This design comes from an exercise in tuning for small area and a short achievable clock period on the open sky130 flow, not from production work.
Function was checked by simulation only, so behaviour that the tests miss may differ from the original.
The clock cells of runs 5 to 7 come from the design's own scripts or RTL, not from TritonCTS.
The clock input has no modelled driver; a real chip could not lean on it and would need a root buffer or a full tree.

==> flow/design.v, too long to show whole: its modules and the start of the top module <==
// module mul16_top: 15 lines
// module multiplier: 1826 lines
// module mul_fa: 4 lines
module mul16_top(
    input clk,
    input [15:0] a,
    input [15:0] b,
    output reg [31:0] res
);
  // ...
==> flow/flow/run.sh <==
#!/bin/bash
# Own layout flow: the standard ORFS flow (standard.sh), with
#  - port buffers of a small, fast buffer cell instead of the default delay buffer,
#  - clock tree built from one buffer type and without dummy loads.
#  - timing repair aiming for setup slack above a margin, so that the design is sized for
#    the period it can reach rather than left at minimum size by the loose clock.
# Every tool's output goes to standard.log here; ORFS keeps per-step logs in orfs/logs.
set -euo pipefail
cd "$(dirname "$0")/.."
export BUFFER_PORTS_ARGS="-buffer_cell sky130_fd_sc_hd__buf_1"
export CTS_ARGS="-sink_clustering_enable -repair_clock_nets -dont_use_dummy_load -buf_list sky130_fd_sc_hd__clkbuf_8"
export SETUP_SLACK_MARGIN=16.7
bash standard.sh > standard.log 2>&1
==> flow/standard.sh <==
#!/bin/bash
# synth_recipe.tcl (not shown) runs the flow's synth.tcl, then flattens the netlist and writes it again
# the make line also repeats each setting of config.mk as NAME=value (left out here)
make -C /OpenROAD-flow-scripts/flow DESIGN_CONFIG=/design/flow/config.mk WORK_HOME=/design/flow/orfs CLKGATE_MAP_FILE= SYNTH_SCRIPT=/design/flow/synth_recipe.tcl "${@:-finish}"
==> flow/config.mk <==
export PLATFORM = sky130hd
export DESIGN_NAME = mul16_top
export DESIGN_NICKNAME = mul16_top
export VERILOG_FILES = /design/flow/design.v
export SDC_FILE = /design/flow/constraint.sdc
export NUM_CORES = 4
export LEC_CHECK = 0
export CAP_MARGIN = 20
export CORE_MARGIN = 2
export CORE_UTILIZATION = 40
export SLEW_MARGIN = 20
export SYNTH_HIERARCHICAL = 1
==> flow/constraint.sdc <==
create_clock -name core_clock -period 22.0 [get_ports {clk}]
set_input_delay 4.4000 -clock core_clock [delete_from_list [all_inputs] [get_ports {clk}]]
set_output_delay 4.4000 -clock core_clock [all_outputs]
set_load 0.01 [all_outputs]
==> flow_metrics.env, run 1 <==
export IMPL_status="no timing/DRC/antenna violations"
export IMPL_syn_cell_area_sq_mm=0.00828
export IMPL_routedWlPerCell_um=19.1
export IMPL_multi_input_area_share=0.743
export IMPL_die_h_um=148
export IMPL_async_flop_share=0
export IMPL_totalWireLength_um=21500
export IMPL_syn_inst=806
export IMPL_antenna_cells=0
export IMPL_skew_ns=0.0300
export IMPL_nonClkBufAreaFrac=0.0534
export IMPL_hold_ws_ns=0.641
export IMPL_grt_pass1_wl_um=33500
export IMPL_worstSetupPathType="register to output port"
export IMPL_reg_top3="res x32, a_r x16, b_r x16"
export IMPL_firstDrtPassIters=7
export IMPL_seq_share=0.151
export IMPL_routed_via_count=6033
export IMPL_top_usage_layer="met2"
export IMPL_max_stage_delay_ns=0.32
export IMPL_grt_met2_usage=0.344
export IMPL_nClkBuffers=9
export IMPL_tap_cells=270
export IMPL_overflow=0
export IMPL_crit_buf_inv=1
export IMPL_synth_compound_area_frac=0.0692
export IMPL_dpl_cell_area_sq_mm=0.00865
==> inputs of run 2 (changes only) <==
--- a/flow/design.v
+++ b/flow/design.v
@@ -1269,38 +1269,46 @@
   assign pp249 = ~(a[8] & b[15]);
   assign pp250 = ~(a[9] & b[15]);
   assign pp251 = ~(a[10] & b[15]);
   assign pp252 = ~(a[11] & b[15]);
   assign pp253 = ~(a[12] & b[15]);
   assign pp254 = ~(a[13] & b[15]);
   assign pp255 = ~(a[14] & b[15]);
   assign pp256 = ~(a[15] & b[15]);
-  mul_fa u_s257 (.a(pp104), .b(pp119), .ci(1'b1), .s(s257), .co(c258));
+  mul_xnor u_s257 (.a(pp104), .b(pp119), .y(s257));
+  mul_or u_c258 (.a(pp104), .b(pp119), .y(c258));
   mul_fa u_s259 (.a(pp105), .b(pp120), .ci(pp135), .s(s259), .co(c260));
-  mul_fa u_s261 (.a(pp15), .b(pp150), .ci(1'b1), .s(s261), .co(c262));
+  mul_xnor u_s261 (.a(pp15), .b(pp150), .y(s261));
+  mul_or u_c262 (.a(pp15), .b(pp150), .y(c262));
   mul_fa u_s263 (.a(pp106), .b(pp121), .ci(pp136), .s(s263), .co(c264));
   mul_fa u_s265 (.a(pp151), .b(pp16), .ci(pp166), .s(s265), .co(c266));
-  mul_fa u_s267 (.a(pp181), .b(pp196), .ci(1'b1), .s(s267), .co(c268));
+  mul_xnor u_s267 (.a(pp181), .b(pp196), .y(s267));
+  mul_or u_c268 (.a(pp181), .b(pp196), .y(c268));
   mul_fa u_s269 (.a(pp107), .b(pp122), .ci(pp137), .s(s269), .co(c270));
   mul_fa u_s271 (.a(pp152), .b(pp167), .ci(pp182), .s(s271), .co(c272));
-  mul_fa u_s273 (.a(pp197), .b(pp212), .ci(1'b1), .s(s273), .co(c274));
+  mul_xnor u_s273 (.a(pp197), .b(pp212), .y(s273));
+  mul_or u_c274 (.a(pp197), .b(pp212), .y(c274));
   mul_fa u_s275 (.a(pp108), .b(pp123), .ci(pp138), .s(s275), .co(c276));
   mul_fa u_s277 (.a(pp153), .b(pp168), .ci(pp183), .s(s277), .co(c278));
   mul_fa u_s279 (.a(pp109), .b(pp124), .ci(pp139), .s(s279), .co(c280));
-  mul_fa u_s281 (.a(pp10), .b(pp100), .ci(1'b1), .s(s281), .co(c282));
+  mul_xnor u_s281 (.a(pp10), .b(pp100), .y(s281));
+  mul_or u_c282 (.a(pp10), .b(pp100), .y(c282));
   mul_fa u_s283 (.a(pp101), .b(pp11), .ci(pp116), .s(s283), .co(c284));
-  mul_fa u_s285 (.a(pp131), .b(pp146), .ci(1'b1), .s(s285), .co(c286));
+  mul_xnor u_s285 (.a(pp131), .b(pp146), .y(s285));
+  mul_or u_c286 (.a(pp131), .b(pp146), .y(c286));
   mul_fa u_s287 (.a(pp102), .b(pp117), .ci(pp12), .s(s287), .co(c288));
   mul_fa u_s289 (.a(pp132), .b(pp147), .ci(pp162), .s(s289), .co(c290));
-  mul_fa u_s291 (.a(pp177), .b(pp27), .ci(1'b1), .s(s291), .co(c292));
+  mul_xnor u_s291 (.a(pp177), .b(pp27), .y(s291));
+  mul_or u_c292 (.a(pp177), .b(pp27), .y(c292));
   mul_fa u_s293 (.a(pp103), .b(pp118), .ci(pp13), .s(s293), .co(c294));
   mul_fa u_s295 (.a(pp133), .b(pp148), .ci(pp163), .s(s295), .co(c296));
   mul_fa u_s297 (.a(pp178), .b(pp193), .ci(pp28), .s(s297), .co(c298));
-  mul_fa u_s299 (.a(pp43), .b(pp58), .ci(1'b1), .s(s299), .co(c300));
+  mul_xnor u_s299 (.a(pp43), .b(pp58), .y(s299));
+  mul_or u_c300 (.a(pp43), .b(pp58), .y(c300));
   mul_fa u_s301 (.a(pp134), .b(pp14), .ci(pp149), .s(s301), .co(c302));
   mul_fa u_s303 (.a(pp164), .b(pp179), .ci(pp194), .s(s303), .co(c304));
   mul_fa u_s305 (.a(pp209), .b(pp29), .ci(pp44), .s(s305), .co(c306));
   mul_fa u_s307 (.a(pp59), .b(pp74), .ci(pp89), .s(s307), .co(c308));
   mul_fa u_s309 (.a(pp165), .b(pp180), .ci(pp195), .s(s309), .co(c310));
   mul_fa u_s311 (.a(pp210), .b(pp225), .ci(pp30), .s(s311), .co(c312));
   mul_fa u_s313 (.a(pp45), .b(pp60), .ci(pp75), .s(s313), .co(c314));
   mul_fa u_s315 (.a(pp90), .b(c258), .ci(s261), .s(s315), .co(c316));
@@ -1325,22 +1333,25 @@
   mul_fa u_s353 (.a(pp200), .b(pp215), .ci(pp230), .s(s353), .co(c354));
   mul_fa u_s355 (.a(pp245), .b(pp80), .ci(pp95), .s(s355), .co(c356));
   mul_fa u_s357 (.a(pp111), .b(pp126), .ci(pp141), .s(s357), .co(c358));
   mul_fa u_s359 (.a(pp156), .b(pp171), .ci(pp186), .s(s359), .co(c360));
   mul_fa u_s361 (.a(pp201), .b(pp216), .ci(pp231), .s(s361), .co(c362));
   mul_fa u_s363 (.a(pp112), .b(pp127), .ci(pp142), .s(s363), .co(c364));
   mul_fa u_s365 (.a(pp157), .b(pp172), .ci(pp187), .s(s365), .co(c366));
   mul_fa u_s367 (.a(pp128), .b(pp143), .ci(pp158), .s(s367), .co(c368));
-  mul_fa u_s369 (.a(pp22), .b(pp37), .ci(1'b1), .s(s369), .co(c370));
+  mul_xnor u_s369 (.a(pp22), .b(pp37), .y(s369));
+  mul_or u_c370 (.a(pp22), .b(pp37), .y(c370));
   mul_fa u_s371 (.a(pp113), .b(pp23), .ci(pp38), .s(s371), .co(c372));
-  mul_fa u_s373 (.a(pp53), .b(pp68), .ci(1'b1), .s(s373), .co(c374));
+  mul_xnor u_s373 (.a(pp53), .b(pp68), .y(s373));
+  mul_or u_c374 (.a(pp53), .b(pp68), .y(c374));
   mul_fa u_s375 (.a(pp114), .b(pp129), .ci(pp24), .s(s375), .co(c376));
   mul_fa u_s377 (.a(pp39), .b(pp54), .ci(pp69), .s(s377), .co(c378));
-  mul_fa u_s379 (.a(pp84), .b(pp9), .ci(1'b1), .s(s379), .co(c380));
+  mul_xnor u_s379 (.a(pp84), .b(pp9), .y(s379));
+  mul_or u_c380 (.a(pp84), .b(pp9), .y(c380));
   mul_fa u_s381 (.a(pp115), .b(pp130), .ci(pp145), .s(s381), .co(c382));
   mul_fa u_s383 (.a(pp25), .b(pp40), .ci(pp55), .s(s383), .co(c384));
   mul_fa u_s385 (.a(pp70), .b(pp85), .ci(s281), .s(s385), .co(c386));
   mul_fa u_s387 (.a(pp161), .b(pp26), .ci(pp41), .s(s387), .co(c388));
   mul_fa u_s389 (.a(pp56), .b(pp71), .ci(pp86), .s(s389), .co(c390));
   mul_fa u_s391 (.a(c282), .b(s285), .ci(s283), .s(s391), .co(c392));
   mul_fa u_s393 (.a(pp42), .b(pp57), .ci(pp72), .s(s393), .co(c394));
   mul_fa u_s395 (.a(pp87), .b(c286), .ci(s291), .s(s395), .co(c396));
@@ -1379,19 +1390,21 @@
   mul_fa u_s461 (.a(pp218), .b(pp233), .ci(pp248), .s(s461), .co(c462));
   mul_fa u_s463 (.a(c364), .b(c366), .ci(s367), .s(s463), .co(c464));
   mul_fa u_s465 (.a(pp144), .b(pp159), .ci(pp174), .s(s465), .co(c466));
   mul_fa u_s467 (.a(pp189), .b(pp204), .ci(pp219), .s(s467), .co(c468));
   mul_fa u_s469 (.a(pp234), .b(pp249), .ci(c368), .s(s469), .co(c470));
   mul_fa u_s471 (.a(pp160), .b(pp175), .ci(pp190), .s(s471), .co(c472));
   mul_fa u_s473 (.a(pp205), .b(pp220), .ci(pp235), .s(s473), .co(c474));
   mul_fa u_s475 (.a(pp176), .b(pp191), .ci(pp206), .s(s475), .co(c476));
-  mul_fa u_s477 (.a(pp20), .b(pp35), .ci(1'b1), .s(s477), .co(c478));
+  mul_xnor u_s477 (.a(pp20), .b(pp35), .y(s477));
+  mul_or u_c478 (.a(pp20), .b(pp35), .y(c478));
   mul_fa u_s479 (.a(pp21), .b(pp36), .ci(pp51), .s(s479), .co(c480));
-  mul_fa u_s481 (.a(pp6), .b(pp66), .ci(1'b1), .s(s481), .co(c482));
+  mul_xnor u_s481 (.a(pp6), .b(pp66), .y(s481));
+  mul_or u_c482 (.a(pp6), .b(pp66), .y(c482));
   mul_fa u_s483 (.a(pp52), .b(pp67), .ci(pp7), .s(s483), .co(c484));
   mul_fa u_s485 (.a(pp82), .b(pp97), .ci(s369), .s(s485), .co(c486));
   mul_fa u_s487 (.a(pp8), .b(pp83), .ci(pp98), .s(s487), .co(c488));
   mul_fa u_s489 (.a(c370), .b(s373), .ci(s371), .s(s489), .co(c490));
   mul_fa u_s491 (.a(pp99), .b(c374), .ci(s379), .s(s491), .co(c492));
   mul_fa u_s493 (.a(c372), .b(s375), .ci(s377), .s(s493), .co(c494));
   mul_fa u_s495 (.a(c380), .b(c376), .ci(c378), .s(s495), .co(c496));
   mul_fa u_s497 (.a(s381), .b(s383), .ci(s385), .s(s497), .co(c498));
@@ -1425,17 +1438,18 @@
   mul_fa u_s553 (.a(s467), .b(c464), .ci(s469), .s(s553), .co(c554));
   mul_fa u_s555 (.a(pp250), .b(c466), .ci(c468), .s(s555), .co(c556));
   mul_fa u_s557 (.a(s471), .b(s473), .ci(c470), .s(s557), .co(c558));
   mul_fa u_s559 (.a(pp221), .b(pp236), .ci(pp251), .s(s559), .co(c560));
   mul_fa u_s561 (.a(c472), .b(c474), .ci(s475), .s(s561), .co(c562));
   mul_fa u_s563 (.a(pp192), .b(pp207), .ci(pp222), .s(s563), .co(c564));
   mul_fa u_s565 (.a(pp237), .b(pp252), .ci(c476), .s(s565), .co(c566));
   mul_fa u_s567 (.a(pp208), .b(pp223), .ci(pp238), .s(s567), .co(c568));
-  mul_fa u_s569 (.a(pp19), .b(pp34), .ci(1'b1), .s(s569), .co(c570));
+  mul_xnor u_s569 (.a(pp19), .b(pp34), .y(s569));
+  mul_or u_c570 (.a(pp19), .b(pp34), .y(c570));
   mul_fa u_s571 (.a(pp5), .b(pp50), .ci(pp65), .s(s571), .co(c572));
   mul_fa u_s573 (.a(pp81), .b(c478), .ci(s481), .s(s573), .co(c574));
   mul_fa u_s575 (.a(c482), .b(c480), .ci(s483), .s(s575), .co(c576));
   mul_fa u_s577 (.a(c484), .b(s487), .ci(c486), .s(s577), .co(c578));
   mul_fa u_s579 (.a(c488), .b(s491), .ci(c490), .s(s579), .co(c580));
   mul_fa u_s581 (.a(c492), .b(c494), .ci(s495), .s(s581), .co(c582));
   mul_fa u_s583 (.a(c496), .b(s499), .ci(c498), .s(s583), .co(c584));
   mul_fa u_s585 (.a(c500), .b(s503), .ci(c502), .s(s585), .co(c586));
@@ -1451,17 +1465,18 @@
   mul_fa u_s605 (.a(c540), .b(s543), .ci(s545), .s(s605), .co(c606));
   mul_fa u_s607 (.a(s547), .b(c544), .ci(c546), .s(s607), .co(c608));
   mul_fa u_s609 (.a(c548), .b(s551), .ci(c550), .s(s609), .co(c610));
   mul_fa u_s611 (.a(c552), .b(s555), .ci(s557), .s(s611), .co(c612));
   mul_fa u_s613 (.a(s559), .b(c556), .ci(s561), .s(s613), .co(c614));
   mul_fa u_s615 (.a(c560), .b(s563), .ci(c562), .s(s615), .co(c616));
   mul_fa u_s617 (.a(pp253), .b(c564), .ci(s567), .s(s617), .co(c618));
   mul_fa u_s619 (.a(pp224), .b(pp239), .ci(pp254), .s(s619), .co(c620));
-  mul_fa u_s621 (.a(pp18), .b(pp3), .ci(1'b1), .s(s621), .co(c622));
+  mul_xnor u_s621 (.a(pp18), .b(pp3), .y(s621));
+  mul_or u_c622 (.a(pp18), .b(pp3), .y(c622));
   mul_fa u_s623 (.a(pp4), .b(pp49), .ci(s569), .s(s623), .co(c624));
   mul_fa u_s625 (.a(c570), .b(s477), .ci(s571), .s(s625), .co(c626));
   mul_fa u_s627 (.a(c572), .b(s479), .ci(s573), .s(s627), .co(c628));
   mul_fa u_s629 (.a(c574), .b(s485), .ci(s575), .s(s629), .co(c630));
   mul_fa u_s631 (.a(c576), .b(s489), .ci(s577), .s(s631), .co(c632));
   mul_fa u_s633 (.a(s493), .b(c578), .ci(s579), .s(s633), .co(c634));
   mul_fa u_s635 (.a(s497), .b(c580), .ci(s581), .s(s635), .co(c636));
   mul_fa u_s637 (.a(c582), .b(s501), .ci(s583), .s(s637), .co(c638));
@@ -1839,8 +1854,14 @@
   assign res[29] = ~(p736 ^ G992);
   assign res[30] = ~(p738 ^ G994);
   assign res[31] = ~(p740 ^ G996);
 endmodule
 module mul_fa(input a, input b, input ci, output s, output co);
   assign s = a ^ b ^ ci;
   assign co = (a & b) | (a & ci) | (b & ci);
 endmodule
+module mul_xnor(input a, input b, output y);
+  assign y = ~(a ^ b);
+endmodule
+module mul_or(input a, input b, output y);
+  assign y = a | b;
+endmodule
--- a/flow/flow/run.sh
+++ b/flow/flow/run.sh
@@ -4,10 +4,10 @@
 #  - clock tree built from one buffer type and without dummy loads.
 #  - timing repair aiming for setup slack above a margin, so that the design is sized for
 #    the period it can reach rather than left at minimum size by the loose clock.
 # Every tool's output goes to standard.log here; ORFS keeps per-step logs in orfs/logs.
 set -euo pipefail
 cd "$(dirname "$0")/.."
 export BUFFER_PORTS_ARGS="-buffer_cell sky130_fd_sc_hd__buf_1"
 export CTS_ARGS="-sink_clustering_enable -repair_clock_nets -dont_use_dummy_load -buf_list sky130_fd_sc_hd__clkbuf_8"
-export SETUP_SLACK_MARGIN=16.7
+export SETUP_SLACK_MARGIN=16.85
 bash standard.sh > standard.log 2>&1
==> run 2 against run 1 <==
Still clean. Clock skew fell by 0.0079 ns. Register-to-register slack better by 0.12 ns. Clock-buffer cell count did not move. Largest cell class unchanged. Highest routed layer unchanged.
==> flow_metrics.env, run 2 <==
export IMPL_globalRouteTotalUtil=0.207
export IMPL_rsz0062_at_grt="yes"
export IMPL_yosysTopAreaCell="fa_1"
export IMPL_routedWlPerCell_um=19.3
export IMPL_synth_top_area_frac=0.476
export IMPL_cp_top_family="flip-flops"
export IMPL_antenna_found_initial=0
export IMPL_hold_viol_final=0
export IMPL_synth_most_common_cell="nand2_1"
export IMPL_largest_reg_flops=32
export IMPL_finalSetupTns_ns=0
export IMPL_fin_crit_ns=5.22
export IMPL_startpoint_type="register"
export IMPL_coreArea_sq_mm=0.0202
export IMPL_fp_row_count=52
export IMPL_layout_nets=1123
export IMPL_num_fill_cells=1975
export IMPL_routed_via_count=6096
export IMPL_die_width_um=147
export IMPL_synth_ff_type="dfxtp_1"
export IMPL_boundaryPins=65
export IMPL_clk_latency_ns=0.37
export IMPL_cts_tree="yes"
export IMPL_arrival_ns=0.82
export IMPL_max_clock_path_buffers=2
export IMPL_postRouteAntennaNets=0
export IMPL_final_cell_mix="nand2_1, fa_1, buf_4"
export IMPL_tightest_slew_ns=0.543
export IMPL_dpl_cell_area_sq_mm=0.00851
export IMPL_max_freq_mhz=192
export IMPL_async_flop_share=0
export IMPL_synth_area_leaders="fa_1, dfxtp_1, nand2_1"
export IMPL_numCtsBuffers=9
export IMPL_io_buffers=64
export IMPL_firstDrtPassIters=6
export IMPL_grt_pass1_wl_um=34300
export IMPL_die_h_um=147
export IMPL_drt_iter0_drc=378
export IMPL_syn_cell_area_sq_mm=0.00820
export IMPL_synth_edf_count=0
export IMPL_layout_setup_ws_ns=16.78
export IMPL_start_util=0.407
export IMPL_worstSetupPathType="register to output port"
export IMPL_area_delta_synth_final_pct=12.3
export IMPL_period_share=0.237
export IMPL_totalWireLength_um=21800
export IMPL_place_congestion=0.853
export IMPL_final_max_slew_viol_count=0
export IMPL_relSlewSlack=0.638
export IMPL_dpl_hpwl_um=16000
export IMPL_overflow=0
export IMPL_grt_max_degree=17
export IMPL_skew_ns=0.0221
export IMPL_cts_root_buffer="clkbuf_8"
export IMPL_synth_cell_type_count=47
export IMPL_route_detailed_drc=0
export IMPL_cts_clk_slew_worst_paths_ns=0.07
export IMPL_cpMaxStageDelayCell="dfxtp_2"
export IMPL_final_common_cell="nand2_1"
export IMPL_clock_sinks=64
export IMPL_crit_required_ns=17.60
export IMPL_htree_levels=3
export IMPL_multi_input_area_sq_mm=0.00670
export IMPL_ys_seq_elements=64
export IMPL_fin_util=0.457
export IMPL_cp_max_fo=1
export IMPL_hold_class="register to register"
export IMPL_seq_area_frac_synth=0.156
export IMPL_die_area_sq_mm=0.0217
export IMPL_drv_cap=0
export IMPL_avgViaCountPerCell=5.39
export IMPL_regArea_sq_mm=0.00138
export IMPL_max_stage_delay_ns=0.34
export IMPL_antenna_cells=0
export IMPL_yosys_warnings=7
export IMPL_synth_common_cells="nand2_1, fa_1, dfxtp_1"
export IMPL_crit_buf_inv=1
export IMPL_setup_viol=0
export IMPL_grt_pass1_vias=6471
export IMPL_cp_cell_sequence="buf_6"
export IMPL_largest_register="res"
export IMPL_dpl_worst_slack_ns=16.33
export IMPL_fin_area_sq_mm=0.00921
export IMPL_reg_top3="res x32, a_r x16, b_r x16"
export IMPL_syn_avg_cell_area_sq_um=10.0
export IMPL_drive_gt1_frac=0.173
export IMPL_status="no timing/DRC/antenna violations"
export IMPL_critical_path_endpoint_type="output port"
export IMPL_syn_inst=820
[run 2: path summary, 6_finish.rpt]
path,start,to,slack (ns),depth (start not counted)
worst max-delay path,res[26],res[26],16.78,1
worst min-delay path,b_r[0],res[0],0.62,1
worst max register to register,b_r[7],res[27],16.99,16
worst min register to register,b_r[0],res[0],0.62,1
[run 2: routing by layer]
layer	wire, um	track usage	vias up	part of all wire
li1	-	-	2670	-
met1	8830	0.273	3147	0.41
met2	11100	0.342	243	0.51
met3	1260	0.0391	36	0.058
met4	584	0.0774	0	0.027
met5	0	0	-	0
[run 2: cell families (layout without fill, tap and decap cells)]
kind of cell	Yosys count	after routing	share of synthesized area
compound gates	82	82	0.0699
xor+xnor	43	43	0.0459
fa+ha+maj	226	226	0.523
buf+inv	73	115	0.0353
flops	64	64	0.156
simple gates	332	332	0.169
[run 2: final cells by class]
type                    instances  share of cell area
multi-input cells             683               0.727
flip-flops and latches         64               0.149
repair buffers                101              0.0712
well taps                     270              0.0367
clock buffers                   9              0.0135
inverters                       5             0.00204
[run 2: per-stage QoR]
step / instances / hold slack (ns)
3_5_place_dp: 1087 / 0.831
2_1_floorplan: 820 / 0.629
4_1_cts: 1114 / 0.621
6_report: 1132 / 0.623
5_1_grt: 1132 / 0.637
3_3_place_gp: 1087 / 0.829
[run 2: what timing repair did]
action	in CTS	in global routing
pin swaps	0	2
setup buffers	18	18
setup endpoints to repair	44	46
resized for setup	86	37
endpoints found under the hold margin	0	0
hold buffers	0	0
[run 2: Yosys stat by module, one instance, submodules excluded]
module / flops+latches / area [sq um] / cells inside
multiplier: 0 / 2790 / 531
mul16_top: 64 / 1280 / 64
mul_fa: 0 / 20.0 / 1
mul_xnor: 0 / 8.76 / 1
mul_or: 0 / 6.26 / 1
==> inputs of run 3 (changes only) <==
--- a/flow/flow/run.sh
+++ b/flow/flow/run.sh
@@ -11,3 +11,3 @@
 export CTS_ARGS="-sink_clustering_enable -repair_clock_nets -dont_use_dummy_load -buf_list sky130_fd_sc_hd__clkbuf_8"
-export SETUP_SLACK_MARGIN=16.85
+export SETUP_SLACK_MARGIN=16.7
 bash standard.sh > standard.log 2>&1
==> run 3 against run 2 <==
Routed wire length shrank 2.1%. Design area shrank 2.3%. Utilization shrank 1.1 points. Maximum frequency down 0.61%. Sequential share of layout area is 0.24 points higher. Register-to-register slack worse by 0.14 ns. Clock skew rose by 0.0031 ns. Flip-flop and latch count unchanged. Die area is the same. Highest routed layer unchanged.
==> flow_metrics.env, run 3 <==
export IMPL_synthMuxAreaShare=0
export IMPL_grt_pass1_wl_um=34600
export IMPL_numCtsBuffers=9
export IMPL_cp_cell_sequence="buf_1"
export IMPL_ys_seq_elements=64
export IMPL_boundaryPins=65
export IMPL_synth_edf_count=0
export IMPL_overflow=0
export IMPL_final_common_cell="nand2_1"
export IMPL_met1_usage=0.248
export IMPL_finalSetupTns_ns=0
export IMPL_top_usage_layer="met2"
export IMPL_synth_ff_type="dfxtp_1"
export IMPL_r2r_setup_slack_ns=16.85
export IMPL_period_share=0.239
export IMPL_coreArea_sq_mm=0.0202
export IMPL_grt_met2_usage=0.371
export IMPL_crit_required_ns=17.60
export IMPL_synth_most_common_cell="nand2_1"
export IMPL_cp_max_fo=1
export IMPL_synth_compound_area_frac=0.0699
export IMPL_critical_path_endpoint_type="output port"
export IMPL_drt_iter0_drc=325
export IMPL_final_max_slew_viol_count=0
export IMPL_skew_ns=0.0252
export IMPL_dpl_hpwl_um=16000
export IMPL_synth_area_leaders="fa_1, dfxtp_1, nand2_1"
export IMPL_drive_gt1_frac=0.106
export IMPL_status="no timing/DRC/antenna violations"
export IMPL_cts_clk_slew_worst_paths_ns=0.07
export IMPL_place_congestion=0.864
export IMPL_htree_levels=3
export IMPL_max_freq_mhz=190
export IMPL_num_fill_cells=1943
export IMPL_routedWlPerCell_um=18.9
export IMPL_fin_crit_ns=5.25
export IMPL_layout_setup_ws_ns=16.75
export IMPL_reg_top3="res x32, a_r x16, b_r x16"
export IMPL_postRouteAntennaNets=0
export IMPL_max_clock_path_buffers=2
export IMPL_antenna_cells=0
export IMPL_die_h_um=147
export IMPL_yosys_area_share_simple=0.169
export IMPL_worstSetupPathType="register to output port"
export IMPL_die_width_um=147
export IMPL_fin_util=0.446
export IMPL_final_cells=1127
export IMPL_dpl_worst_slack_ns=16.34
export IMPL_hold_depth=1
export IMPL_routed_via_count=6035
export IMPL_dp_cells=1086
export IMPL_multi_input_area_sq_mm=0.00664
export IMPL_firstDrtPassIters=5
export IMPL_globalRouteTotalUtil=0.208
export IMPL_start_util=0.407
export IMPL_final_cell_mix="nand2_1, fa_1, buf_1"
export IMPL_cts_root_buffer="clkbuf_8"
export IMPL_rsz0062_at_grt="yes"
export IMPL_synth_adder_area_share=0.523
export IMPL_grt_max_degree=17
export IMPL_synth_top_area_frac=0.476
export IMPL_syn_inst=820
export IMPL_startpoint_type="register"
export IMPL_cp_startpoint="res[30]"
export IMPL_route_detailed_drc=0
export IMPL_io_buffers=64
export IMPL_largest_register="res"
export IMPL_syn_avg_cell_area_sq_um=10.0
export IMPL_r2r_start="b_r[6]"
export IMPL_syn_cell_area_sq_mm=0.00820
export IMPL_tightest_slew_ns=0.552
export IMPL_drv_cap=0
export IMPL_hold_viol_final=0
export IMPL_synth_common_cells="nand2_1, fa_1, dfxtp_1"
export IMPL_cts_tree="yes"
export IMPL_avgViaCountPerCell=5.35
export IMPL_crit_end="res[30]"
export IMPL_area_delta_synth_final_pct=9.69
export IMPL_yosysTopAreaCell="fa_1"
export IMPL_async_flop_share=0
export IMPL_setup_viol=0
export IMPL_cpMaxStageDelayCell="dfxtp_1"
export IMPL_antenna_found_initial=0
export IMPL_relSlewSlack=0.632
export IMPL_yosys_warnings=7
export IMPL_grtUsageMet3=0.0345
export IMPL_cp_top_family="flip-flops"
export IMPL_clock_sinks=64
export IMPL_regArea_sq_mm=0.00137
export IMPL_grt_pass1_vias=6635
export IMPL_worstReg2RegEnd="res[27]"
export IMPL_synth_xor_area_frac=0.0459
export IMPL_fp_row_count=52
export IMPL_crit_buf_inv=1
export IMPL_max_stage_delay_ns=0.32
export IMPL_largest_reg_flops=32
export IMPL_arrival_ns=0.85
export IMPL_seq_area_frac_synth=0.156
export IMPL_clk_latency_ns=0.38
export IMPL_die_area_sq_mm=0.0217
export IMPL_synth_cell_type_count=47
export IMPL_totalWireLength_um=21300
export IMPL_reg2reg_depth=16
export IMPL_crit_cells=1
export IMPL_hold_class="register to register"
export IMPL_layout_nets=1118
export IMPL_synth_top_family_by_area="adder cells"
run 3: cell count changes in the layout (fill, tap and decap cells not counted), moves of 3 or more:
cell,before,now
ha_1,25,28
dfxtp_1,24,32
buf_4,33,30
a21oi_1,20,26
buf_6,10,0
dfxtp_2,22,14
buf_2,23,1
a21oi_2,7,2
ha_2,6,3
buf_1,32,63
run 3: cell type report:
cell class / count / share of cell area
timing repair buffer: 96 / 0.0563
inverter: 5 / 0.00209
tap: 270 / 0.0376
clock buffer: 9 / 0.0138
multi-input combinational: 683 / 0.738
sequential: 64 / 0.152
run 3: repair_timing:
action | CTS | global route
setup buffers | 0 | 32
hold buffers | 0 | 0
gates resized for setup | 28 | 27
setup endpoints to repair | 12 | 13
run 3: kinds of logic after synthesis:
kind of cell	after synthesis
AO/OA/AOI/OAI	82
XOR/XNOR	43
adder cells (fa/ha/maj)	226
buffers and inverters	73
flip-flops	64
AND/OR/NAND/NOR	332
run 3: per-module statistics from Yosys (local to each module, per instance):
module	times used	flip-flops and latches	area [sq um]
mul_fa	195	0	20.0
multiplier	1	0	2790
mul_or	15	0	6.26
mul_xnor	15	0	8.76
mul16_top	1	64	1280
run 3: stage by stage:
stage          cell area, sq um  hold WS (ns)
2_1_floorplan              8200         0.629
3_3_place_gp               8510         0.772
3_5_place_dp               8510         0.794
4_1_cts                    8670         0.654
5_1_grt                    8990         0.628
6_report                   8990         0.609
run 3: worst min path at each step:
stage,startpoint,end,slack (ns)
finish,b_r[0],res[0],0.61
global route,b_r[0],res[0],0.63
CTS,b_r[0],res[0],0.65
detailed placement,b_r[0],res[0],0.79
global placement,b_r[0],res[0],0.77
floorplan,b_r[0],res[0],0.63
run 3: layer usage:
layer  wire length (um)  vias to the layer above
met5                  0                        -
met4                838                        0
met3               1140                       53
met2              11000                      224
met1               8320                     3107
li1                   -                     2651
==> inputs of run 4 (changes only) <==
--- a/flow/config.mk
+++ b/flow/config.mk
@@ -9,3 +9,3 @@
 export CORE_MARGIN = 2
-export CORE_UTILIZATION = 40
+export CORE_UTILIZATION = 55
 export SLEW_MARGIN = 20
==> run 4 against run 3 <==
Non-clock buffer count fell by 14. Routed wire length decreased by 1.4%. First-iteration DRC count rose by 55%. Clock-buffer cell count did not move. Utilization grew 16 points. Global-route usage rose by 6.7 points. Design area fell by 2.7%. Sequential share of layout area up 0.45 points.
==> flow_metrics.env, run 4 <==
export IMPL_final_common_cell="nand2_1"
export IMPL_seq_area_frac_synth=0.156
export IMPL_drive_gt1_frac=0.0878
export IMPL_hold_viol_final=0
export IMPL_dpl_hpwl_um=16100
export IMPL_skew_ns=0.0293
export IMPL_reg_top3="res x32, a_r x16, b_r x16"
export IMPL_numCtsBuffers=9
export IMPL_setup_viol=0
export IMPL_rsz0062_at_grt="no"
export IMPL_route_detailed_drc=0
export IMPL_period_share=0.238
export IMPL_drt_iter0_drc=504
export IMPL_area_delta_synth_final_pct=6.73
export IMPL_cpMaxStageDelayCell="dfxtp_1"
export IMPL_die_area_sq_mm=0.0159
export IMPL_final_cell_mix="nand2_1, fa_1, buf_1"
export IMPL_die_width_um=126
export IMPL_max_freq_mhz=191
export IMPL_cp_cell_sequence="buf_1"
export IMPL_routedWlPerCell_um=20.5
export IMPL_fin_area_sq_mm=0.00875
export IMPL_final_cells=1027
export IMPL_synth_common_cells="nand2_1, fa_1, dfxtp_1"
export IMPL_cp_top_family="flip-flops"
export IMPL_syn_avg_cell_area_sq_um=10.0
export IMPL_status="no timing/DRC/antenna violations"
export IMPL_layout_nets=1104
export IMPL_yosysTopAreaCell="fa_1"
export IMPL_grt_pass1_wl_um=33500
export IMPL_synth_top_area_frac=0.476
export IMPL_synth_cell_type_count=47
export IMPL_finalSetupTns_ns=0
export IMPL_avgViaCountPerCell=5.93
export IMPL_yosys_warnings=7
export IMPL_dpl_cell_area_sq_mm=0.00840
export IMPL_antenna_found_initial=0
export IMPL_syn_inst=820
export IMPL_boundaryPins=65
export IMPL_syn_cell_area_sq_mm=0.00820
export IMPL_io_buffers=64
export IMPL_htree_levels=3
export IMPL_cp_max_fo=1
export IMPL_max_stage_delay_ns=0.32
export IMPL_hold_ws_ns=0.605
export IMPL_totalWireLength_um=21000
export IMPL_relSlewSlack=0.675
export IMPL_clk_latency_ns=0.37
export IMPL_largest_register="res"
export IMPL_num_fill_cells=1283
export IMPL_synth_edf_count=0
export IMPL_hold_class="register to register"
export IMPL_critical_path_endpoint_type="output port"
export IMPL_synth_most_common_cell="nand2_1"
export IMPL_coreArea_sq_mm=0.0145
export IMPL_dp_cells=1000
export IMPL_crit_buf_inv=1
export IMPL_largest_reg_flops=32
export IMPL_cts_clk_slew_worst_paths_ns=0.08
export IMPL_die_h_um=126
export IMPL_drv_cap=0
export IMPL_overflow=0
export IMPL_start_util=0.564
export IMPL_synth_area_leaders="fa_1, dfxtp_1, nand2_1"
export IMPL_async_flop_share=0
export IMPL_fin_util=0.602
export IMPL_final_max_slew_viol_count=0
export IMPL_dpl_worst_slack_ns=16.37
export IMPL_grt_max_degree=17
export IMPL_cts_hold_buffers=0
export IMPL_crit_required_ns=17.60
export IMPL_layout_setup_ws_ns=16.75
export IMPL_ys_seq_elements=64
export IMPL_routed_via_count=6086
export IMPL_worstSetupPathType="register to output port"
export IMPL_place_congestion=0.919
export IMPL_tightest_slew_ns=0.487
export IMPL_fp_row_count=44
export IMPL_clock_sinks=64
export IMPL_cts_tree="yes"
export IMPL_max_clock_path_buffers=2
export IMPL_firstDrtPassIters=6
export IMPL_synth_ff_type="dfxtp_1"
export IMPL_fin_crit_ns=5.25
export IMPL_cts_root_buffer="clkbuf_8"
export IMPL_grt_pass1_vias=6479
export IMPL_arrival_ns=0.85
export IMPL_globalRouteTotalUtil=0.275
export IMPL_postRouteAntennaNets=0
export IMPL_startpoint_type="register"
export IMPL_antenna_cells=0
run 4: repair_timing:
action	in CTS	in global routing
buffers inserted	0	18
setup endpoints to repair	12	12
resized for setup	29	24
run 4: path summary, 6_finish.rpt:
kind                            cells after the start  slack (ns)       to     from
worst max-delay path                                1       16.75  res[26]  res[26]
worst min-delay path                                1        0.60   res[0]   b_r[0]
worst max register to register                     13       16.84  res[30]  a_r[12]
worst min register to register                      1        0.60   res[0]   b_r[0]
run 4: cell families after synthesis:
family | synth area share
xor gates and xnor gates | 0.0459
and+or+nand+nor | 0.169
AOI/OAI and AO/OA | 0.0699
buffers and inverters | 0.0353
adders and majority gates | 0.523
DFF | 0.156
run 4: cell type report:
type / instances / area, sq um / share of cell area
inverters: 5 / 18.8 / 0.00214
repair buffers: 82 / 375 / 0.0429
multi-input cells: 683 / 6630 / 0.758
clock buffers: 9 / 124 / 0.0142
flip-flops and latches: 64 / 1370 / 0.156
well taps: 184 / 230 / 0.0263
run 4: modules after synthesis (local to each module, per instance):
module | cell area, sq um | cells inside | times used | flops+latches
mul_fa | 20.0 | 1 | 195 | 0
multiplier | 2790 | 531 | 1 | 0
mul_xnor | 8.76 | 1 | 15 | 0
mul16_top | 1280 | 64 | 1 | 64
mul_or | 6.26 | 1 | 15 | 0
run 4: metal layers:
layer | wire (um) | GRT usage | vias to the layer above
met4 | 801 | 0.114 | 0
met1 | 8200 | 0.350 | 3142
li1 | - | - | 2629
met2 | 10800 | 0.472 | 252
met5 | 0 | 0 | -
met3 | 1190 | 0.0399 | 63
==> inputs of run 5 (changes only) <==
==> flow/flow/run.sh (replaced) <==
#!/bin/bash
# Own layout flow: the standard ORFS flow (standard.sh), with
#  - port buffers of a small, fast buffer cell instead of the default delay buffer;
#  - the clock tree rebuilt after CTS as one level of four buffers driven by the clock
#    port (flatten_clock.tcl), which shortens the clock's insertion delay for all
#    registers alike;
#  - timing repair aiming for setup slack above a margin, so that the design is sized for
#    the period it can reach rather than left at minimum size by the loose clock.
# make's output goes to standard.log here; ORFS keeps each step's log in orfs/logs.
set -euo pipefail
cd "$(dirname "$0")/.."
export BUFFER_PORTS_ARGS="-buffer_cell sky130_fd_sc_hd__buf_1"
export CTS_ARGS="-sink_clustering_enable -repair_clock_nets -dont_use_dummy_load -buf_list sky130_fd_sc_hd__clkbuf_8"
export POST_CTS_TCL="$PWD/flow/flatten_clock.tcl"
export SETUP_SLACK_MARGIN=16.9
bash standard.sh > standard.log 2>&1
==> flow/flow/flatten_clock.tcl (new file) <==
# Rebuild the clock tree that CTS made as a single level: the clock port drives
# NLEAF clock buffers directly, each driving the registers of one region of the
# core. This removes the root buffer level and so the clock's insertion delay
# (it does not skew registers against each other: all go through one buffer).
set nleaf 4
set bufcell sky130_fd_sc_hd__clkbuf_16
set block [ord::get_db_block]
set clknet [$block findNet clk]
# every register clock pin (sink) of the tree, and every clock-tree buffer
set sinks {}
set bufs {}
set todo [list $clknet]
while {[llength $todo]} {
  set net [lindex $todo 0]
  set todo [lrange $todo 1 end]
  foreach it [$net getITerms] {
    if {![$it isInputSignal] && [$it getIoType] ne "INPUT"} { continue }
    set inst [$it getInst]
    set m [[$inst getMaster] getName]
    if {[string match "sky130_fd_sc_hd__clkbuf*" $m] || [string match "sky130_fd_sc_hd__clkinv*" $m] || [string match "sky130_fd_sc_hd__buf*" $m]} {
      if {[lsearch -exact $bufs $inst] < 0} {
        lappend bufs $inst
        foreach o [$inst getITerms] {
          if {[$o isOutputSignal]} { lappend todo [$o getNet] }
        }
      }
    } else {
      lappend sinks $it
    }
  }
}
puts "flatten_clock: [llength $sinks] sinks, [llength $bufs] buffers"
# split the sinks into nleaf groups: halves by x, then each half by y
proc loc {it} {
  set b [[$it getInst] getBBox]
  return [list [expr {([$b xMin] + [$b xMax]) / 2}] [expr {([$b yMin] + [$b yMax]) / 2}]]
}
proc split_by {items idx} {
  set s [lsort -real -index 1 [lmap it $items {list $it [lindex [loc $it] $idx]}]]
  set n [expr {[llength $s] / 2}]
  return [list [lmap p [lrange $s 0 [expr {$n - 1}]] {lindex $p 0}] [lmap p [lrange $s $n end] {lindex $p 0}]]
}
set groups {}
foreach half [split_by $sinks 0] {
  foreach q [split_by $half 1] { lappend groups $q }
}
# remove the old tree
foreach inst $bufs {
  foreach o [$inst getITerms] {
    if {[$o isOutputSignal]} {
      set n [$o getNet]
      foreach it [$n getITerms] { $it disconnect }
      odb::dbNet_destroy $n
    }
  }
  odb::dbInst_destroy $inst
}
# one buffer per group, at the group's centre
set master [[ord::get_db] findMaster $bufcell]
set k 0
foreach g $groups {
  set sx 0; set sy 0
  foreach it $g { lassign [loc $it] x y; incr sx $x; incr sy $y }
  set cx [expr {$sx / [llength $g]}]; set cy [expr {$sy / [llength $g]}]
  set inst [odb::dbInst_create $block $master "clkbuf_leaf_$k"]
  set net [odb::dbNet_create $block "clknet_leaf_$k"]
  $net setSigType CLOCK
  [$inst findITerm A] connect $clknet
  [$inst findITerm X] connect $net
  foreach it $g { $it connect $net }
  $inst setLocation $cx $cy
  $inst setPlacementStatus PLACED
  puts "flatten_clock: clkbuf_leaf_$k drives [llength $g] sinks"
  incr k
}
detailed_placement
estimate_parasitics -placement
# size the design again for the new clock tree
repair_timing_helper
detailed_placement
check_placement -verbose
==> run 5 against run 4 <==
Die area did not move. Critical path depth did not move. Via count rose by 0.72%. Hold slack improved by 0.054 ns. Synthesized cell count did not move. Cell count rose by 1.8%. Synthesized area did not move. Utilization rose by 2.5 points. Maximum frequency rose by 4.7%. Critical path type unchanged. Highest routed layer unchanged.
==> flow_metrics.env, run 5 <==
export IMPL_status="no timing/DRC/antenna violations"
export IMPL_synth_top_family_by_area="adder cells"
export IMPL_place_congestion=0.910
export IMPL_postRouteAntennaNets=0
export IMPL_worstSetupPathType="register to output port"
export IMPL_max_freq_mhz=200
export IMPL_arrival_ns=0.61
export IMPL_fin_util=0.627
export IMPL_die_width_um=126
export IMPL_synth_most_common_cell="nand2_1"
export IMPL_crit_required_ns=17.60
export IMPL_reg_top3="res x32, a_r x16, b_r x16"
export IMPL_antenna_found_initial=0
export IMPL_async_flop_share=0
export IMPL_largest_reg_flops=32
export IMPL_relSlewSlack=0.666
export IMPL_overflow=0
export IMPL_synth_area_leaders="fa_1, dfxtp_1, nand2_1"
export IMPL_globalRouteTotalUtil=0.283
export IMPL_yosysTopAreaCell="fa_1"
export IMPL_io_buffers=64
export IMPL_finalSetupTns_ns=0
export IMPL_cp_startpoint="res[13]"
export IMPL_startpoint_type="register"
export IMPL_antenna_cells=0
export IMPL_r2r_start="b_r[14]"
export IMPL_max_stage_delay_ns=0.33
export IMPL_routed_via_count=6130
export IMPL_skew_ns=0.0258
export IMPL_min_from="a_r[0]"
export IMPL_final_cells=1045
export IMPL_fp_row_count=44
export IMPL_clock_sinks=64
export IMPL_drt_iter0_drc=445
export IMPL_syn_avg_cell_area_sq_um=10.0
export IMPL_setup_viol=0
export IMPL_fin_area_sq_mm=0.00911
export IMPL_layout_nets=1122
export IMPL_grt_max_degree=17
export IMPL_ys_seq_elements=64
export IMPL_synth_common_cells="nand2_1, fa_1, dfxtp_1"
export IMPL_area_delta_synth_final_pct=11.2
export IMPL_syn_cell_area_sq_mm=0.00820
export IMPL_synth_adder_area_share=0.523
export IMPL_grt_pass1_wl_um=34800
export IMPL_drive_gt1_frac=0.168
export IMPL_syn_inst=820
export IMPL_hold_viol_final=0
export IMPL_die_area_sq_mm=0.0159
export IMPL_fin_crit_ns=5.01
export IMPL_final_max_slew_viol_count=0
export IMPL_synthMuxAreaShare=0
export IMPL_cp_cell_sequence="buf_2"
export IMPL_reg2reg_depth=13
export IMPL_synth_top_area_frac=0.476
export IMPL_dp_cells=1000
export IMPL_die_h_um=126
export IMPL_yosys_area_share_simple=0.169
export IMPL_firstDrtPassIters=5
export IMPL_avgViaCountPerCell=5.87
export IMPL_final_cell_mix="nand2_1, fa_1, buf_4"
export IMPL_synth_edf_count=0
export IMPL_route_detailed_drc=0
export IMPL_synth_ff_type="dfxtp_1"
export IMPL_synth_cell_type_count=47
export IMPL_num_fill_cells=1230
export IMPL_critical_path_endpoint_type="output port"
export IMPL_synth_compound_area_frac=0.0699
export IMPL_worstReg2RegEnd="res[29]"
export IMPL_final_common_cell="nand2_1"
export IMPL_hold_depth=1
export IMPL_routedWlPerCell_um=21.3
export IMPL_cpMaxStageDelayCell="dfxtp_1"
export IMPL_drv_cap=0
export IMPL_crit_buf_inv=1
export IMPL_clk_latency_ns=0.16
export IMPL_boundaryPins=65
export IMPL_synth_xor_area_frac=0.0459
export IMPL_yosys_warnings=7
export IMPL_tightest_slew_ns=0.499
export IMPL_cts_clk_slew_worst_paths_ns=0.10
export IMPL_dpl_hpwl_um=16500
export IMPL_period_share=0.228
export IMPL_start_util=0.564
export IMPL_dpl_cell_area_sq_mm=0.00840
export IMPL_hold_end="res[0]"
export IMPL_grt_pass1_vias=6748
export IMPL_coreArea_sq_mm=0.0145
export IMPL_hold_class="register to register"
export IMPL_cp_top_family="flip-flops"
export IMPL_largest_register="res"
export IMPL_totalWireLength_um=22200
export IMPL_seq_area_frac_synth=0.156
export IMPL_cp_max_fo=1
export IMPL_rsz0062_at_grt="yes"
export IMPL_r2r_setup_slack_ns=17.03
run 5: cell counts after synthesis:
Identical to the previous run, type by type.
run 5: per-module statistics from Yosys, one instance, submodules excluded:
module      flip-flops and latches  cells inside
multiplier                       0           531
mul_or                           0             1
mul_xnor                         0             1
mul16_top                       64            64
mul_fa                           0             1
run 5: cells by family after synthesis:
kind of cell | count (synthesis)
and+or+nand+nor | 332
adders and majority gates | 226
AOI/OAI and AO/OA | 82
buffers and inverters | 73
DFF | 64
xor gates and xnor gates | 43
run 5: final cells by class:
type / count / area, sq um / share of cell area
Buffer: 4 / 100 / 0.0110
Inverter: 5 / 18.8 / 0.00206
Tap cell: 184 / 230 / 0.0253
Timing Repair Buffer: 105 / 622 / 0.0682
Sequential cell: 64 / 1400 / 0.153
Multi-Input combinational cell: 683 / 6750 / 0.740
run 5: how the worst max path moves through the flow:
stage | to | slack, ns | cells after the start
6_report | res[13] | 16.99 | 1
5_1_grt | res[27] | 16.90 | 15
3_5_place_dp | res[27] | 16.35 | 15
3_3_place_gp | res[27] | 16.49 | 15
2_1_floorplan | res[27] | 16.90 | 18
run 5: layer usage:
metal,part of all wire,wire (um),global-route usage
met2,0.52,11700,0.501
met1,0.39,8600,0.353
met5,0,0,0
met4,0.036,811,0.112
met3,0.053,1180,0.0365
run 5: per-stage QoR:
stage | hold WS [ns] | worst slack [ns]
after floorplan | 0.629 | 16.90
after global placement | 0.814 | 16.49
after global routing | 0.668 | 16.90
after detailed placement | 0.831 | 16.35
final | 0.659 | 16.99
==> inputs of run 6 (changes only) <==
--- a/flow/flow/run.sh
+++ b/flow/flow/run.sh
@@ -14,3 +14,3 @@
 export POST_CTS_TCL="$PWD/flow/flatten_clock.tcl"
-export SETUP_SLACK_MARGIN=16.9
+export SETUP_SLACK_MARGIN=17.0
 bash standard.sh > standard.log 2>&1
==> run 6 against run 5 <==
First-iteration DRC count down 17%. Design area up 0.96%. Hold slack better by 0.019 ns. Via count down 0.52%. Still clean. Die area unchanged.
==> flow_metrics.env, run 6 <==
export IMPL_reg_top3="res x32, a_r x16, b_r x16"
export IMPL_finalSetupTns_ns=0
export IMPL_area_delta_synth_final_pct=12.2
export IMPL_worstReg2RegEnd="res[27]"
export IMPL_arrival_ns=0.61
export IMPL_hold_class="register to register"
export IMPL_avgViaCountPerCell=5.82
export IMPL_synth_edf_count=0
export IMPL_globalRouteTotalUtil=0.276
export IMPL_num_fill_cells=1237
export IMPL_ys_seq_elements=64
export IMPL_yosys_warnings=7
export IMPL_largest_reg_flops=32
export IMPL_syn_cell_area_sq_mm=0.00820
export IMPL_cp_max_fo=1
export IMPL_syn_avg_cell_area_sq_um=10.0
export IMPL_max_stage_delay_ns=0.34
export IMPL_totalWireLength_um=21900
export IMPL_routedWlPerCell_um=20.9
export IMPL_die_h_um=126
export IMPL_overflow=0
export IMPL_synth_cell_type_count=47
export IMPL_io_buffers=64
export IMPL_boundaryPins=65
export IMPL_syn_inst=820
export IMPL_clk_latency_ns=0.16
export IMPL_final_cell_mix="nand2_1, fa_1, buf_4"
export IMPL_postRouteAntennaNets=0
export IMPL_r2r_setup_slack_ns=17.13
export IMPL_drive_gt1_frac=0.188
export IMPL_grt_max_degree=17
export IMPL_fin_crit_ns=5.01
export IMPL_max_freq_mhz=200
export IMPL_routed_via_count=6098
export IMPL_dpl_hpwl_um=16400
export IMPL_drv_cap=0
export IMPL_layout_nets=1124
export IMPL_relSlewSlack=0.673
export IMPL_yosysTopAreaCell="fa_1"
export IMPL_setup_viol=0
export IMPL_regArea_sq_mm=0.00140
export IMPL_rsz0062_at_grt="yes"
export IMPL_clock_sinks=64
export IMPL_antenna_cells=0
export IMPL_synth_common_cells="nand2_1, fa_1, dfxtp_1"
export IMPL_cpMaxStageDelayCell="dfxtp_2"
export IMPL_final_common_cell="nand2_1"
export IMPL_hold_depth=1
export IMPL_fp_row_count=44
export IMPL_drt_iter0_drc=368
export IMPL_crit_required_ns=17.60
export IMPL_die_width_um=126
export IMPL_async_flop_share=0
export IMPL_final_cells=1047
export IMPL_dp_cells=1000
export IMPL_final_max_slew_viol_count=0
export IMPL_critical_path_endpoint_type="output port"
export IMPL_startpoint_type="register"
export IMPL_crit_buf_inv=1
export IMPL_status="no timing/DRC/antenna violations"
export IMPL_synth_top_area_frac=0.476
export IMPL_start_util=0.564
export IMPL_fin_area_sq_mm=0.00920
export IMPL_antenna_found_initial=0
export IMPL_cp_cell_sequence="buf_6"
export IMPL_seq_area_frac_synth=0.156
export IMPL_grt_pass1_vias=6454
export IMPL_hold_ws_ns=0.678
export IMPL_reg2reg_depth=15
export IMPL_tightest_slew_ns=0.490
export IMPL_largest_register="res"
export IMPL_synth_ff_type="dfxtp_1"
export IMPL_synth_most_common_cell="nand2_1"
export IMPL_min_from="a_r[0]"
export IMPL_dpl_cell_area_sq_mm=0.00841
export IMPL_die_area_sq_mm=0.0159
export IMPL_grt_pass1_wl_um=33800
export IMPL_cp_top_family="flip-flops"
export IMPL_hold_end="res[0]"
export IMPL_worstSetupPathType="register to output port"
export IMPL_cts_clk_slew_worst_paths_ns=0.10
export IMPL_skew_ns=0.0308
export IMPL_multi_input_area_sq_mm=0.00681
export IMPL_r2r_start="a_r[8]"
export IMPL_synth_area_leaders="fa_1, dfxtp_1, nand2_1"
export IMPL_firstDrtPassIters=5
export IMPL_coreArea_sq_mm=0.0145
export IMPL_period_share=0.228
export IMPL_route_detailed_drc=0
export IMPL_hold_viol_final=0
export IMPL_place_congestion=0.883
-- run 6: stage by stage --
step,utilization,setup slack (ns)
after global routing,0.633,16.93
after floorplan,-,17.00
final,0.633,16.99
after global placement,0.578,16.52
after detailed placement,0.578,16.40
-- run 6: kinds of logic (layout without fill, tap and decap cells) --
group	after synthesis	count (layout)	synth area share
and+or+nand+nor	332	332	0.169
adders and majority gates	226	226	0.523
AOI/OAI and AO/OA	82	82	0.0699
buffers and inverters	73	116	0.0353
DFF	64	64	0.156
xor gates and xnor gates	43	43	0.0459
-- run 6: how the worst max path moves through the flow --
stage	from	endpoint	slack, ns	cells after the start
finish	res[22]	res[22]	16.99	1
detailed placement	b_r[7]	res[27]	16.40	15
floorplan	b_r[6]	res[27]	17.00	18
global route	b_r[6]	res[29]	16.93	15
global placement	b_r[7]	res[27]	16.52	15
-- run 6: layer usage --
| metal | wire [um] | global-route usage | vias to the layer above | share of wire |
|---|---|---|---|---|
| li1 | - | - | 2666 | - |
| met1 | 8550 | 0.354 | 3129 | 0.39 |
| met2 | 11700 | 0.493 | 255 | 0.53 |
| met3 | 1030 | 0.0285 | 48 | 0.047 |
| met4 | 641 | 0.0931 | 0 | 0.029 |
| met5 | 0 | 0 | - | 0 |
-- run 6: Yosys stat by module (local to each module, per instance) --
module,cells inside,flops+latches,copies in the design
mul16_top,64,64,1
mul_fa,1,0,195
mul_or,1,0,15
mul_xnor,1,0,15
multiplier,531,0,1
-- run 6: final cells by class --
| type | instances | share of cell area |
|---|---|---|
| inverter | 5 | 0.00204 |
| sequential | 64 | 0.152 |
| tap | 184 | 0.0250 |
| multi-input combinational | 683 | 0.740 |
| buffer | 4 | 0.0109 |
| timing repair buffer | 107 | 0.0703 |
==> inputs of run 7 (changes only) <==
==> flow/flow/run.sh (replaced) <==
#!/bin/bash
# Own layout flow: the standard ORFS flow (standard.sh), with
#  - port buffers of a small, fast buffer cell instead of the default delay buffer;
#  - the clock tree rebuilt after CTS as one level of four buffers driven by the clock
#    port (flatten_clock_core.tcl), which shortens the clock's insertion delay for all
#    registers alike;
#  - after that, and after global routing, timing repair aiming for setup slack above a
#    margin, so that the design is sized for the period it can reach rather than left at
#    minimum size by the loose clock.
# make's output goes to standard.log here; ORFS keeps each step's log in orfs/logs.
set -euo pipefail
cd "$(dirname "$0")/.."
export FLOW_DIR_OWN="$PWD/flow"
export FLOW_SETUP_MARGIN=16.95
export BUFFER_PORTS_ARGS="-buffer_cell sky130_fd_sc_hd__buf_1"
export CTS_ARGS="-sink_clustering_enable -repair_clock_nets -dont_use_dummy_load -buf_list sky130_fd_sc_hd__clkbuf_8"
export POST_CTS_TCL="$PWD/flow/flatten_clock_post.tcl"
export PRE_GLOBAL_ROUTE_TCL="$PWD/flow/grt_margin.tcl"
bash standard.sh > standard.log 2>&1
==> flow/flow/flatten_clock_core.tcl (new file) <==
# Rebuild the clock tree that CTS made as a single level: the clock port drives
# NLEAF clock buffers directly, each driving the registers of one region of the
# core. This removes the root buffer level and so the clock's insertion delay
# (it does not skew registers against each other: all go through one buffer).
set nleaf 4
set bufcell sky130_fd_sc_hd__clkbuf_16
set block [ord::get_db_block]
set clknet [$block findNet clk]
# every register clock pin (sink) of the tree, and every clock-tree buffer
set sinks {}
set bufs {}
set todo [list $clknet]
while {[llength $todo]} {
  set net [lindex $todo 0]
  set todo [lrange $todo 1 end]
  foreach it [$net getITerms] {
    if {![$it isInputSignal] && [$it getIoType] ne "INPUT"} { continue }
    set inst [$it getInst]
    set m [[$inst getMaster] getName]
    if {[string match "sky130_fd_sc_hd__clkbuf*" $m] || [string match "sky130_fd_sc_hd__clkinv*" $m] || [string match "sky130_fd_sc_hd__buf*" $m]} {
      if {[lsearch -exact $bufs $inst] < 0} {
        lappend bufs $inst
        foreach o [$inst getITerms] {
          if {[$o isOutputSignal]} { lappend todo [$o getNet] }
        }
      }
    } else {
      lappend sinks $it
    }
  }
}
puts "flatten_clock: [llength $sinks] sinks, [llength $bufs] buffers"
# split the sinks into nleaf groups: halves by x, then each half by y
proc loc {it} {
  set b [[$it getInst] getBBox]
  return [list [expr {([$b xMin] + [$b xMax]) / 2}] [expr {([$b yMin] + [$b yMax]) / 2}]]
}
proc split_by {items idx} {
  set s [lsort -real -index 1 [lmap it $items {list $it [lindex [loc $it] $idx]}]]
  set n [expr {[llength $s] / 2}]
  return [list [lmap p [lrange $s 0 [expr {$n - 1}]] {lindex $p 0}] [lmap p [lrange $s $n end] {lindex $p 0}]]
}
set groups {}
foreach half [split_by $sinks 0] {
  foreach q [split_by $half 1] { lappend groups $q }
}
# remove the old tree
foreach inst $bufs {
  foreach o [$inst getITerms] {
    if {[$o isOutputSignal]} {
      set n [$o getNet]
      foreach it [$n getITerms] { $it disconnect }
      odb::dbNet_destroy $n
    }
  }
  odb::dbInst_destroy $inst
}
# one buffer per group, at the group's centre
set master [[ord::get_db] findMaster $bufcell]
set k 0
foreach g $groups {
  set sx 0; set sy 0
  foreach it $g { lassign [loc $it] x y; incr sx $x; incr sy $y }
  set cx [expr {$sx / [llength $g]}]; set cy [expr {$sy / [llength $g]}]
  set inst [odb::dbInst_create $block $master "clkbuf_leaf_$k"]
  set net [odb::dbNet_create $block "clknet_leaf_$k"]
  $net setSigType CLOCK
  [$inst findITerm A] connect $clknet
  [$inst findITerm X] connect $net
  foreach it $g { $it connect $net }
  $inst setLocation $cx $cy
  $inst setPlacementStatus PLACED
  puts "flatten_clock: clkbuf_leaf_$k drives [llength $g] sinks"
  incr k
}
==> flow/flow/flatten_clock_post.tcl (new file) <==
source $::env(FLOW_DIR_OWN)/flatten_clock_core.tcl
detailed_placement
estimate_parasitics -placement
# size the design for the period it can reach: repair setup against a margin
set ::env(SETUP_SLACK_MARGIN) $::env(FLOW_SETUP_MARGIN)
repair_timing_helper
detailed_placement
check_placement -verbose
==> flow/flow/grt_margin.tcl (new file) <==
# the global-route stage's timing repair uses the same setup margin as after CTS
set ::env(SETUP_SLACK_MARGIN) $::env(FLOW_SETUP_MARGIN)
removed: flow/flow/flatten_clock.tcl
==> run 7 against run 6 <==
Global-route usage increased by 1.6 points. Design area decreased by 0.18%. Die area unchanged. Utilization decreased by 0.11 points. Register-to-register slack got worse by 0.10 ns. Critical endpoint is now res[19]. Critical path type unchanged. First-iteration DRC count increased by 0.82%. Sequential share of layout area about the same. Synthesized area unchanged. Flip-flop and latch count unchanged. Cell count increased by 0.76%.
==> flow_metrics.env, run 7 <==
export IMPL_status="no timing/DRC/antenna violations"
export IMPL_totalWireLength_um=22400
export IMPL_crit_buf_inv=1
export IMPL_firstDrtPassIters=5
export IMPL_cp_top_family="flip-flops"
export IMPL_syn_avg_cell_area_sq_um=10.0
export IMPL_die_area_sq_mm=0.0159
export IMPL_seq_area_frac_synth=0.156
export IMPL_worstReg2RegEnd="res[27]"
export IMPL_cpMaxStageDelayCell="dfxtp_1"
export IMPL_dpl_hpwl_um=16100
export IMPL_reg_top3="res x32, a_r x16, b_r x16"
export IMPL_synth_top_area_frac=0.476
export IMPL_layout_nets=1132
export IMPL_synth_ff_type="dfxtp_1"
export IMPL_die_h_um=126
export IMPL_drive_gt1_frac=0.150
export IMPL_synth_most_common_cell="nand2_1"
export IMPL_hold_class="register to register"
export IMPL_final_cell_mix="nand2_1, fa_1, buf_1"
export IMPL_clk_latency_ns=0.16
export IMPL_skew_ns=0.0232
export IMPL_antenna_cells=0
export IMPL_globalRouteTotalUtil=0.292
export IMPL_boundaryPins=65
export IMPL_num_fill_cells=1192
export IMPL_hold_viol_final=0
export IMPL_syn_inst=820
export IMPL_grt_max_degree=17
export IMPL_r2r_setup_slack_ns=17.03
export IMPL_fp_row_count=44
export IMPL_crit_required_ns=17.60
export IMPL_async_flop_share=0
export IMPL_critical_path_endpoint_type="output port"
export IMPL_fin_area_sq_mm=0.00919
export IMPL_dpl_cell_area_sq_mm=0.00841
export IMPL_grt_pass1_vias=6843
export IMPL_reg2reg_depth=16
export IMPL_synth_edf_count=0
export IMPL_start_util=0.564
export IMPL_largest_reg_flops=32
export IMPL_synth_cell_type_count=47
export IMPL_finalSetupTns_ns=0
export IMPL_final_common_cell="nand2_1"
export IMPL_period_share=0.229
export IMPL_max_stage_delay_ns=0.32
export IMPL_fin_crit_ns=5.03
export IMPL_crit_cells=1
export IMPL_crit_end="res[19]"
export IMPL_area_delta_synth_final_pct=12.0
export IMPL_relSlewSlack=0.631
export IMPL_coreArea_sq_mm=0.0145
export IMPL_routedWlPerCell_um=21.3
export IMPL_largest_register="res"
export IMPL_setup_viol=0
export IMPL_syn_cell_area_sq_mm=0.00820
export IMPL_arrival_ns=0.63
export IMPL_clock_sinks=64
export IMPL_place_congestion=0.952
export IMPL_max_freq_mhz=199
export IMPL_cts_clk_slew_worst_paths_ns=0.09
export IMPL_synth_area_leaders="fa_1, dfxtp_1, nand2_1"
export IMPL_r2r_start="b_r[7]"
export IMPL_drv_cap=0
export IMPL_startpoint_type="register"
export IMPL_antenna_found_initial=0
export IMPL_cp_cell_sequence="buf_1"
export IMPL_overflow=0
export IMPL_cp_max_fo=1
export IMPL_worstSetupPathType="register to output port"
export IMPL_route_detailed_drc=0
export IMPL_io_buffers=64
export IMPL_final_max_slew_viol_count=0
export IMPL_yosysTopAreaCell="fa_1"
export IMPL_rsz0062_at_grt="yes"
export IMPL_routed_via_count=6269
export IMPL_drt_iter0_drc=371
export IMPL_postRouteAntennaNets=0
export IMPL_ys_seq_elements=64
export IMPL_yosys_warnings=7
export IMPL_grt_pass1_wl_um=35600
export IMPL_synth_common_cells="nand2_1, fa_1, dfxtp_1"
export IMPL_cp_startpoint="res[19]"
export IMPL_avgViaCountPerCell=5.94
export IMPL_fin_util=0.632
export IMPL_die_width_um=126
export IMPL_tightest_slew_ns=0.551
[run 7: cell counts after synthesis]
Identical to the previous run, type by type.
[run 7: how the worst min path moves through the flow]
stage	startpoint	to	slack, ns	cells past startpoint
finish	a_r[0]	res[0]	0.65	1
global route	a_r[0]	res[0]	0.67	1
detailed placement	b_r[0]	res[0]	0.84	1
floorplan	b_r[0]	res[0]	0.63	2
global placement	b_r[0]	res[0]	0.83	1
[run 7: cell families after synthesis]
group / Yosys count / share of synthesized area
simple gates: 332 / 0.169
flops: 64 / 0.156
xor+xnor: 43 / 0.0459
compound gates: 82 / 0.0699
fa+ha+maj: 226 / 0.523
buf+inv: 73 / 0.0353
[run 7: per-stage QoR]
step	hold WS (ns)	setup slack [ns]	std cells
6_report	0.655	16.97	1055
5_1_grt	0.669	16.89	1055
3_5_place_dp	0.841	16.36	1001
3_3_place_gp	0.831	16.44	1001
2_1_floorplan	0.629	16.67	820
[run 7: layout make-up]
| class | count | area, sq um | area share |
|---|---|---|---|
| buffer | 4 | 100 | 0.0109 |
| inverter | 5 | 18.8 | 0.00204 |
| multi-input combinational | 683 | 6790 | 0.739 |
| sequential | 64 | 1390 | 0.151 |
| tap | 184 | 230 | 0.0251 |
| timing repair buffer | 115 | 659 | 0.0718 |
[run 7: metal layers]
metal / routed length (um) / share of wire / vias to the layer above / GRT usage
li1: - / - / 2693 / -
met2: 11700 / 0.52 / 268 / 0.509
met4: 876 / 0.039 / 0 / 0.126
met5: 0 / 0 / - / 0
met3: 1200 / 0.054 / 49 / 0.0412
met1: 8680 / 0.39 / 3259 / 0.365
[run 7: per-module statistics from Yosys (local to each module, per instance)]
| module | area, sq um | cells | flip-flops and latches | copies in the design |
|---|---|---|---|---|
| mul_fa | 20.0 | 1 | 0 | 195 |
| mul_or | 6.26 | 1 | 0 | 15 |
| mul_xnor | 8.76 | 1 | 0 | 15 |
| mul16_top | 1280 | 64 | 64 | 1 |
| multiplier | 2790 | 531 | 0 | 1 |

==> what the ideal ports hide <==
No port has a modelled driver above. Below, the same layouts with a new extraction and two added sets of constraints.
Step 1 assumes that a clkbuf_16 drives the clock port and a buf_2 every other input.
Step 2 adds t to the input delays and takes it off the output delays; t is the mean of the earliest and latest rising clock arrival at the registers after step 1. Input paths then give back, and output paths get back, about the clock's delay inside the block.
Three values: ideal ports, drivers, drivers and shift; two values: the first two.
run	t, ns	setup slack, ns	clock arrival spread, ns	worst register clock-pin slew, ns
run 1	0.404	16.756 / 16.716 / 16.866	0.030 / 0.030	0.08 / 0.08
run 2	0.402	16.782 / 16.740 / 16.993	0.022 / 0.022	0.08 / 0.08
run 3	0.407	16.750 / 16.709 / 16.853	0.025 / 0.025	0.08 / 0.08
run 4	0.396	16.754 / 16.716 / 16.837	0.030 / 0.030	0.08 / 0.08
run 5	0.233	16.990 / 16.905 / 17.031	0.026 / 0.026	0.10 / 0.10
run 6	0.235	16.989 / 16.903 / 17.125	0.031 / 0.031	0.10 / 0.10
run 7	0.241	16.971 / 16.876 / 17.033	0.023 / 0.023	0.09 / 0.09
After both steps every run listed still meets setup and hold.
